This is an optimization exercise on Yosys and OpenROAD, whose aim is small area, a short achievable clock period and few clock cycles, not a production implementation.
Only simulation tests tie the RTL to the original design; equivalence was not proved.
Power is estimated from default activity; no workload was simulated.

## CLE
module CLE ( clk, reset, rom_q, rom_a, sram_q, sram_a, sram_d, sram_wen, finish);
export LEC_CHECK = 0
export CAP_MARGIN = 30
export CORE_MARGIN = 2
export CORE_UTILIZATION = 50
export PLACE_DENSITY = 0.6
export SLEW_MARGIN = 20
create_clock -name core_clock -period 9.0 [get_ports {clk}]
run.sh (not shown) runs the stock make flow with config.mk's settings and CLKGATE_MAP_FILE= SYNTH_SCRIPT=/design/flow/synth_recipe.tcl, a recipe that flattens the netlist after the stock synthesis.
Testbench counts at the start, summed over its fixed seeds: cycles 52,360.
Next try:
==> flow/flow/run.sh (new file) <==
#!/bin/bash
set -euo pipefail
bash standard.sh SETUP_SLACK_MARGIN=5.7 finish > flow_make.log 2>&1
==> flow/standard.sh (new file) <==
#!/bin/bash
# synth_recipe.tcl (not shown) runs the flow's synth.tcl, then flattens the netlist and writes it again
# the make line also repeats each setting of config.mk as NAME=value (left out here)
make -C /OpenROAD-flow-scripts/flow DESIGN_CONFIG=/design/flow/config.mk WORK_HOME=/design/flow/orfs CLKGATE_MAP_FILE= SYNTH_SCRIPT=/design/flow/synth_recipe.tcl "${@:-finish}"
removed: flow/run.sh
Effect:
- worst hold slack is better by 0.0092 ns
- flip-flop and latch count stays the same
- cell area rises by 22%
- global-route usage grows by 2.8 points
- clock skew stays flat
- first-iteration DRC count climbs by 4.6%
- clock power increases by 8.0%
- via count rose by 9.1%
- routed wire length increases by 13%
- sequential share of layout area falls by 5.5 points
Next try:
==> flow/flow/run.sh (replaced) <==
#!/bin/bash
set -euo pipefail
bash standard.sh "BUFFER_PORTS_ARGS=-buffer_cell sky130_fd_sc_hd__buf_1" finish > flow_make.log 2>&1
SETUP_SLACK_MARGIN = 5   (was default)
Result: The new run ran to the end with no violations; setup slack is worse by 0.26 ns; routed wire length is lower by 12%; synthesized area stays the same; design area is lower by about 20%; sequential cell count is unchanged; total power is lower by 11%; die area is unchanged; cell count decreases by 5.8%; worst hold slack is better by 0.013 ns; utilization falls by 14 points.
Next try:
==> flow/run.sh (new file) <==
#!/bin/bash
# synth_recipe.tcl (not shown) runs the flow's synth.tcl, then flattens the netlist and writes it again
# the make line also repeats each setting of config.mk as NAME=value (left out here)
make -C /OpenROAD-flow-scripts/flow DESIGN_CONFIG=/design/flow/config.mk WORK_HOME=/design/flow/orfs CLKGATE_MAP_FILE= SYNTH_SCRIPT=/design/flow/synth_recipe.tcl finish
removed: flow/flow/run.sh
removed: flow/standard.sh
=>
- The changed run completed without violations
- count of clock-buffer cells in the layout stays the same
- via count went up by about 1.6%
- routed wire length is higher by about 3%
- setup slack loses 0.046 ns
- combinational power is higher by about 10%

========
== job 7894 ==
CLE, a different RTL version from the one above (not shown whole).
For scale: ~650 cells after synthesis, ~81 flip-flops, ~45 I/O pins, roughly 0.0058 mm^2 of cells after synthesis.
Design CLE, start of the top module:
module CLE ( clk, reset, rom_q, rom_a, sram_q, sram_a, sram_d, sram_wen, finish);
input         clk;
input         reset;
input  [7:0]  rom_q;
output [6:0]  rom_a;
input  [7:0]  sram_q;
output [9:0]  sram_a;
output [7:0]  sram_d;
output        sram_wen;
output        finish;
reg  [9:0] sram_a;
reg        sram_wen;
reg        finish;
reg        s_wait, s_rs0, s_rs1, s_rs2, s_rs3, s_cmp, s_put, s_slw;
reg        early;        
reg        fin_st;       
reg  [9:0] pos;          
reg  [7:0] P;            
reg        pz;
reg        nNW, nN, nW;  
reg        fNW, fN, fW;  
reg        Lz;           
reg        wf;           
reg  [3:0] mods;         
reg  [7:0] newv;         
reg        decq;         
function [1:0] cmp8;
    input [7:0] a, b;
    reg   [7:0] g, l;
    reg   [3:0] g2, l2;
    reg   [1:0] g4, l4;
    integer i;
    begin
        for (i = 0; i < 8; i = i + 1) begin
            g[i] = a[i] & ~b[i];
            l[i] = ~a[i] & b[i];
        end
        for (i = 0; i < 4; i = i + 1) begin
            g2[i] = g[2*i+1] | (~l[2*i+1] & g[2*i]);
            l2[i] = l[2*i+1] | (~g[2*i+1] & l[2*i]);
        end
        for (i = 0; i < 2; i = i + 1) begin
            g4[i] = g2[2*i+1] | (~l2[2*i+1] & g2[2*i]);
            l4[i] = l2[2*i+1] | (~g2[2*i+1] & l2[2*i]);
        end
        cmp8 = {g4[1] | (~l4[1] & g4[0]), l4[1] | (~g4[1] & l4[0])};
    end
endfunction
reg  [6:0] rom_a;        
reg        f127;         
reg        fdone;        
reg        rv;           
reg  [7:0] cw;
reg        gap;          
assign sram_d = P;
wire [7:0] q_rev = {rom_q[0], rom_q[1], rom_q[2], rom_q[3],
                    rom_q[4], rom_q[5], rom_q[6], rom_q[7]};
wire [7:0] qm = q_rev & {~f127, 6'b111111, ~(~f127 & (rom_a == 7'd0))};
wire [6:0] nbi  = f127 ? 7'd127 : rom_a;
wire       qnz  = qm != 8'd0;
wire       nbv  = rv & ~fdone & qnz;        
wire [7:0] nb   = qm;
wire       nbadj = ~gap;                    
wire [2:0] o      = pos[2:0];
wire       rem_nz = |cw;
wire       avail  = rem_nz | nbv;
wire [7:0] srcw   = rem_nz ? cw : nb;
reg  [2:0] off, offm1;
reg  [7:0] oneh;
always @(*) begin
    casez (srcw)
  ...
==> flow/config.mk <==
export PLATFORM = sky130hd
export DESIGN_NAME = CLE
export DESIGN_NICKNAME = CLE
export VERILOG_FILES = /design/flow/design.v
export SDC_FILE = /design/flow/constraint.sdc
export NUM_CORES = 4
export LEC_CHECK = 0
export CAP_MARGIN = 30
export CORE_MARGIN = 2
export CORE_UTILIZATION = 50
export PLACE_DENSITY = 0.6
export SETUP_SLACK_MARGIN = 5
export SLEW_MARGIN = 20
==> flow/constraint.sdc <==
create_clock -name core_clock -period 9.0 [get_ports {clk}]
set_input_delay 1.8000 -clock core_clock [delete_from_list [all_inputs] [get_ports {clk}]]
set_output_delay 1.8000 -clock core_clock [all_outputs]
set_load 0.01 [all_outputs]
Stock flow here: none of the scripts above is used.
Job 7894 completed; timing, DRC and antenna clean
Testbench counts of job 7894, summed over its fixed seeds: cycles 52,360.
Inputs modified between job 7894 and job 1846:
# job 7894
export LEC_CHECK = 0
export CAP_MARGIN = 30
export CORE_MARGIN = 2
export CORE_UTILIZATION = 50
export PLACE_DENSITY = 0.6
export SETUP_SLACK_MARGIN = 5
export SLEW_MARGIN = 20
create_clock -name core_clock -period 9.0 [get_ports {clk}]
# job 1846
export LEC_CHECK = 0
export ABC_AREA = 1
export CAP_MARGIN = 30
export CORE_MARGIN = 2
export CORE_UTILIZATION = 60
export CTS_BUF_LIST = sky130_fd_sc_hd__clkbuf_8
export PLACE_DENSITY = 0.75
export SLEW_MARGIN = 20
create_clock -name core_clock -period 9.0 [get_ports {clk}]
==> flow/flow/run.sh (new file) <==
#!/bin/bash
set -euo pipefail
bash standard.sh "BUFFER_PORTS_ARGS=-buffer_cell sky130_fd_sc_hd__buf_1" SETUP_SLACK_MARGIN=5.8 finish > flow_make.log 2>&1
==> flow/standard.sh (new file) <==
#!/bin/bash
# synth_recipe.tcl (not shown) runs the flow's synth.tcl, then flattens the netlist and writes it again
# the make line also repeats each setting of config.mk as NAME=value (left out here)
make -C /OpenROAD-flow-scripts/flow DESIGN_CONFIG=/design/flow/config.mk WORK_HOME=/design/flow/orfs CLKGATE_MAP_FILE= SYNTH_SCRIPT=/design/flow/synth_recipe.tcl "${@:-finish}"
removed: flow/run.sh
--- outcome ---
Run comparison: job 1846 startpoint of the most critical setup path sram_q[4]; job 7894 startpoint of the most critical setup path rom_q[4]
Job 1846 — met3 routing resource usage after global routing 4.0 points higher, job 7894 as reference
Lower internal power goes to job 7894 over job 1846.
On job 1846: routed wire length is 2200 um higher than what job 7894 gave.
Utilization job 7894 -> job 1846: up
Per the comparison of job 1846 with job 7894, post-synth design cell area up 5.2%, overall die area shrank by 0.0015 mm^2, overall power consumption now larger, number of standard cells in the layout, taps in and fillers out picked up an extra 253.
Changes in job 9627 relative to job 1846:
# job 1846
export LEC_CHECK = 0
export ABC_AREA = 1
export CAP_MARGIN = 30
export CORE_MARGIN = 2
export CORE_UTILIZATION = 60
export CTS_BUF_LIST = sky130_fd_sc_hd__clkbuf_8
export PLACE_DENSITY = 0.75
export SLEW_MARGIN = 20
create_clock -name core_clock -period 9.0 [get_ports {clk}]
# job 9627
export LEC_CHECK = 0
export CAP_MARGIN = 30
export CORE_MARGIN = 2
export CORE_UTILIZATION = 70
export CTS_BUF_LIST = sky130_fd_sc_hd__clkbuf_8
export PLACE_DENSITY = 0.8
export SETUP_SLACK_MARGIN = 5
export SLEW_MARGIN = 20
create_clock -name core_clock -period 9.0 [get_ports {clk}]
==> flow/flow/run.sh <==
#!/bin/bash
set -euo pipefail
bash standard.sh "BUFFER_PORTS_ARGS=-buffer_cell sky130_fd_sc_hd__buf_1" finish > flow_make.log 2>&1
- Job 9627 vs. job 1846: netlist area before placement down 5.0%, number of instances in the synthesized netlist dropped 28%.
- When the final numbers for job 9627 and job 1846 were put side by side, the share of total power in the clock network turned out to be smaller in job 1846.
- [job 9627 vs job 1846] number of cells on the critical path: lower in job 9627
- Of job 9627 and job 1846, the lower wire length belongs to job 9627.
- The clock skew of job 1846 and that of job 9627 are within noise of each other.
- Job 1846 ended up with nand2_1 as its commonest non-fill, non-tap cell in the layout; job 9627 ended up with nor2_1.
diff inputs: job 9627 => job 3028
# job 9627
export LEC_CHECK = 0
export CAP_MARGIN = 30
export CORE_MARGIN = 2
export CORE_UTILIZATION = 70
export CTS_BUF_LIST = sky130_fd_sc_hd__clkbuf_8
export PLACE_DENSITY = 0.8
export SETUP_SLACK_MARGIN = 5
export SLEW_MARGIN = 20
create_clock -name core_clock -period 9.0 [get_ports {clk}]
# job 3028
export LEC_CHECK = 0
export ABC_AREA = 1
export ABC_CLOCK_PERIOD_IN_PS = 2000
export CAP_MARGIN = 30
export CORE_MARGIN = 2
export CORE_UTILIZATION = 50
export CTS_BUF_LIST = sky130_fd_sc_hd__clkbuf_8
export PLACE_DENSITY = 0.6
export SLEW_MARGIN = 20
create_clock -name core_clock -period 9.0 [get_ports {clk}]
==> flow/flow/run.sh <==
#!/bin/bash
set -euo pipefail
bash standard.sh "BUFFER_PORTS_ARGS=-buffer_cell sky130_fd_sc_hd__buf_1" SETUP_SLACK_MARGIN=5.8 finish > flow_make.log 2>&1
### Flow results
From job 9627 to job 3028 the numbers moved as follows: post-route total power grew by 73%; part of the total power dissipated in the clock network shrank by 9.5 points.
Sort job 9627 and job 3028 by combinational power share, ascending, and job 9627 comes first.
On design area: between job 9627 and job 3028, it ends up lower for job 9627.
Final setup slack of the worst path was lower in job 9627 than in job 3028.
Looking at area growth from synthesis to layout across job 9627 and job 3028, the one that comes out lower is job 9627.
The clock period minus worst slack of job 3028 was superior to that of job 9627.
In the metrics for job 9627 and job 3028, the one carrying the lower via total after detailed routing is job 9627.
Delta (job 3028 minus job 9627): iteration-0 DRC count of the detailed router grew by 64; worst hold margin shrank by 52 ps.

========
CLE again, from the RTL that the note above started with.
clock: 9.0 ns
lec_check: 0
abc_area: 1
cap_margin: 30
core_margin: 2
core_utilization: 50
cts_buf_list: sky130_fd_sc_hd__clkbuf_8
place_density: 0.6
setup_slack_margin: 5
slew_margin: 20
standard.sh (not shown) runs the stock make flow with config.mk's settings and CLKGATE_MAP_FILE= SYNTH_SCRIPT=/design/flow/synth_recipe.tcl, a recipe that flattens the netlist after the stock synthesis.
==> flow/flow/run.sh <==
#!/bin/bash
set -euo pipefail
bash standard.sh "BUFFER_PORTS_ARGS=-buffer_cell sky130_fd_sc_hd__buf_1" finish > flow_make.log 2>&1
Testbench counts at the start, summed over its fixed seeds: cycles 52,360.
Then changed:
Settings changed: CORE_UTILIZATION 50 to 70, PLACE_DENSITY 0.6 to 0.8.
=> The changed run finished clean; sequential share of layout area goes up by 0.16 points; wire length goes down by 4.0%; die area goes down by 28%; clock power goes up by 17%; utilization goes up by 21 points; synthesized cell count is unchanged; setup slack is better by 25 ps; global-route usage goes up by 8.4 points.
Then changed:
==> flow/flow/run.sh (replaced) <==
#!/bin/bash
set -euo pipefail
bash standard.sh "BUFFER_PORTS_ARGS=-buffer_cell sky130_fd_sc_hd__buf_1" SETUP_SLACK_MARGIN=5.8 finish > flow_make.log 2>&1
Settings changed: CORE_UTILIZATION 70 to 50, GPL_ROUTABILITY_DRIVEN from default to 0, PLACE_DENSITY 0.8 to 0.6, SETUP_SLACK_MARGIN 5 to default.
=> Count of clock-buffer cells in the layout went up by 1. Wire length went up slightly. Total power went up slightly. Utilization went down by 20 points. Final area went up by a few percent.
Then changed:
==> flow/flow/run.sh (replaced) <==
#!/bin/bash
set -euo pipefail
bash standard.sh "BUFFER_PORTS_ARGS=-buffer_cell sky130_fd_sc_hd__buf_1" finish > flow_make.log 2>&1
Settings changed: ABC_AREA 1 to default, CTS_BUF_LIST sky130_fd_sc_hd__clkbuf_8 to sky130_fd_sc_hd__clkbuf_4 sky130_fd_sc_hd__clkbuf_8, CTS_CLUSTER_DIAMETER from default to 60, CTS_CLUSTER_SIZE from default to 20, GPL_ROUTABILITY_DRIVEN 0 to default, SETUP_SLACK_MARGIN from default to 5.
=>
- design area drops by 6.1%
- count of clock-buffer cells in the layout climbs by 3
- routed wire length drops by 13%
- global-route usage drops by 2.4 points
Then changed:
==> flow/flow/run.sh (replaced) <==
#!/bin/bash
set -euo pipefail
bash standard.sh "BUFFER_PORTS_ARGS=-buffer_cell sky130_fd_sc_hd__buf_1" SETUP_SLACK_MARGIN=5.8 finish > flow_make.log 2>&1
Settings changed: ABC_AREA from default to 1, ABC_CLOCK_PERIOD_IN_PS from default to 3000, CTS_BUF_LIST sky130_fd_sc_hd__clkbuf_4 sky130_fd_sc_hd__clkbuf_8 to sky130_fd_sc_hd__clkbuf_8, CTS_CLUSTER_DIAMETER 60 to default, CTS_CLUSTER_SIZE 20 to default, SETUP_SLACK_MARGIN 5 to default.
Result: Die area went up by a few percent. Sequential power went up by a quarter to a third. Area after synthesis went up by a few percent. Global-route usage went up by 3.7 points. Maximum frequency went up by a quarter to a third. Sequential share of layout area went down by 2.0 points. Setup slack gains 840 ps. Clock-buffer cell count went down by 2.

========
Another version of the RTL of CLE (not shown whole).
Size: roughly 980 cells after synthesis, roughly 45 I/O pins, about 0.0093 mm2 of cells after synthesis.
## CLE
module CLE ( clk, reset, rom_q, rom_a, sram_q, sram_a, sram_d, sram_wen, finish);
export LEC_CHECK = 0
export CAP_MARGIN = 30
export CORE_MARGIN = 2
export CORE_UTILIZATION = 12
export PLACE_DENSITY = 0.2
export SLEW_MARGIN = 20
create_clock -name core_clock -period 9.0 [get_ports {clk}]
run.sh (not shown) runs the stock make flow with config.mk's settings and CLKGATE_MAP_FILE= SYNTH_SCRIPT=/design/flow/synth_recipe.tcl, a recipe that flattens the netlist after the stock synthesis.
Stock flow here: none of the scripts above is used.
Testbench counts at the start, summed over its fixed seeds: cycles 59,394.
Change:
- ABC_CLOCK_PERIOD_IN_PS: unset -> 3000
- CORE_UTILIZATION: 12 -> 60
- PLACE_DENSITY: 0.2 -> 0.7
Worst setup slack got worse by 0.080 ns.
Total power went down by 3.5%.
Via count rises by 3.9%.
Change:
- ABC_CLOCK_PERIOD_IN_PS: 3000 -> unset
What happened:
- The changed run passed the timing, design-rule and antenna checks
- synthesized cell count does not change
- clock power stays flat
- worst hold slack is unchanged
- clock-buffer cell count does not change
- die area does not change

========
CLE with an RTL version that a note above also has.
For scale: roughly 900 cells after synthesis, ~45 I/O pins, roughly 6100 sq um of cells after synthesis.
export LEC_CHECK = 0
export ABC_AREA = 1
export CAP_MARGIN = 30
export CORE_MARGIN = 2
export CORE_UTILIZATION = 50
export CTS_BUF_LIST = sky130_fd_sc_hd__clkbuf_8
export PLACE_DENSITY = 0.6
export SLEW_MARGIN = 20
create_clock -name core_clock -period 9.0 [get_ports {clk}]
standard.sh (not shown) runs the stock make flow with config.mk's settings and CLKGATE_MAP_FILE= SYNTH_SCRIPT=/design/flow/synth_recipe.tcl, a recipe that flattens the netlist after the stock synthesis.
==> flow/flow/run.sh <==
#!/bin/bash
set -euo pipefail
bash standard.sh "BUFFER_PORTS_ARGS=-buffer_cell sky130_fd_sc_hd__buf_1" SETUP_SLACK_MARGIN=5.95 finish > flow_make.log 2>&1
The starting point completed with no timing, DRC or antenna violations.
Testbench counts at the start, summed over its fixed seeds: cycles 52,360.
==> next run, changes <==
==> flow/flow/run.sh (replaced) <==
#!/bin/bash
set -euo pipefail
bash standard.sh "BUFFER_PORTS_ARGS=-buffer_cell sky130_fd_sc_hd__buf_1" finish > flow_make.log 2>&1
Settings changed: ABC_AREA 1 to default, CTS_CLUSTER_SIZE from default to 30, SETUP_SLACK_MARGIN from default to 5.
Effect:
- The new run completed with no timing, DRC or antenna violations
- sequential power went down by about a fifth
- via count falls by about a fifth
- combinational power decreases by well over a third
- cell count came out lower by a quarter to a third
- worst setup slack is worse by 900 ps
- worst hold slack gets better by 25 ps
==> next run, changes <==
==> flow/flow/run.sh (replaced) <==
#!/bin/bash
set -euo pipefail
bash standard.sh "BUFFER_PORTS_ARGS=-buffer_cell sky130_fd_sc_hd__buf_1" SETUP_SLACK_MARGIN=6.4 finish > flow_make.log 2>&1
Settings changed: ABC_AREA from default to 1, CTS_CLUSTER_SIZE 30 to default, SETUP_SLACK_MARGIN 5 to default.
Effect: The new run went through all stages and came out clean. Design area rose by 28%. Critical path depth goes up by 5. Core utilization increases by 12 points. Non-clock buffer count grows by 65. Global-route usage came out higher by 4.9 points. Total power climbs by about 110%. Area after synthesis is higher by 5.2%. Setup slack improves by 1000 ps. Combinational power came out higher to 3.7 times its value. Via count rises by 30%.
==> next run, changes <==
==> flow/flow/run.sh (replaced) <==
#!/bin/bash
set -euo pipefail
bash standard.sh "BUFFER_PORTS_ARGS=-buffer_cell sky130_fd_sc_hd__buf_1" SETUP_SLACK_MARGIN=5.6 finish > flow_make.log 2>&1
The new run finished clean.
Cell count fell by 6.0%.
Power fell by 20%.
Via count fell by about 8%.
Wire length fell by 8.9%.

## port drivers added, routing unchanged
No port has a modelled driver above. Below, the same layouts with a new extraction and two added sets of constraints. Step 1: set_driving_cell puts a clkbuf_16 on clk and a buf_2 on each other input, an assumption about the parent block. Step 2 times the ports against the registers' clock, not the clock port: input delays grow and output delays shrink by t, the midpoint of the rising clock arrivals with the driver on. Three values: ideal, step 1, step 2; two values: the first two.
run | t (ns) | setup WS [ns] | hold slack, ns | worst setup path at the end
the first run of note 1 | 0.383 | 4.423 / 4.439 / 4.056 | 0.319 / 0.319 / 0.319 | input to register
the second run of note 1 | 0.390 | 5.349 / 5.355 / 4.966 | 0.328 / 0.328 / 0.328 | input to register
the third run of note 1 | 0.386 | 5.093 / 5.114 / 4.728 | 0.341 / 0.341 / 0.341 | input to register
the fourth run of note 1 | 0.385 | 5.047 / 5.061 / 4.676 | 0.328 / 0.328 / 0.328 | input to register
job 7894 | 0.383 | 5.080 / 5.102 / 4.719 | 0.487 / 0.487 / 0.487 | input to register
job 1846 | 0.410 | 5.874 / 5.885 / 5.475 | 0.483 / 0.483 / 0.483 | input to register
job 9627 | 0.393 | 5.080 / 5.092 / 4.699 | 0.520 / 0.520 / 0.520 | input to register
job 3028 | 0.415 | 5.915 / 5.932 / 5.517 | 0.469 / 0.469 / 0.469 | input to register
the first run of note 3 | 0.404 | 5.682 / 5.693 / 5.289 | 0.477 / 0.477 / 0.477 | input to register
the second run of note 3 | 0.399 | 5.706 / 5.720 / 5.321 | 0.497 / 0.497 / 0.497 | input to register
the third run of note 3 | 0.417 | 5.918 / 5.934 / 5.516 | 0.483 / 0.483 / 0.483 | input to register
the fourth run of note 3 | 0.399 | 5.073 / 5.088 / 4.688 | 0.492 / 0.492 / 0.492 | input to register
the fifth run of note 3 | 0.415 | 5.915 / 5.932 / 5.517 | 0.469 / 0.469 / 0.469 | input to register
the first run of note 4 | 0.541 | 2.442 / 2.442 / 2.442 | 0.476 / 0.476 / 0.476 | register to register
the second run of note 4 | 0.463 | 2.362 / 2.362 / 2.362 | 0.516 / 0.516 / 0.516 | register to register
the third run of note 4 | 0.463 | 2.362 / 2.362 / 2.362 | 0.516 / 0.516 / 0.516 | register to register
the first run of note 5 | 0.403 | 5.975 / 5.970 / 5.566 | 0.468 / 0.468 / 0.468 | input to register
the second run of note 5 | 0.397 | 5.071 / 5.085 / 4.689 | 0.493 / 0.493 / 0.493 | input to register
the third run of note 5 | 0.404 | 6.093 / 6.078 / 5.674 | 0.471 / 0.471 / 0.471 | input to register
the fourth run of note 5 | 0.403 | 5.741 / 5.751 / 5.348 | 0.477 / 0.477 / 0.477 | input to register
After both steps every run listed still meets setup and hold. For the third run of note 5, which loses most, drivers alone change the setup slack by -0.015 ns; drivers and shift together by -0.419 ns.
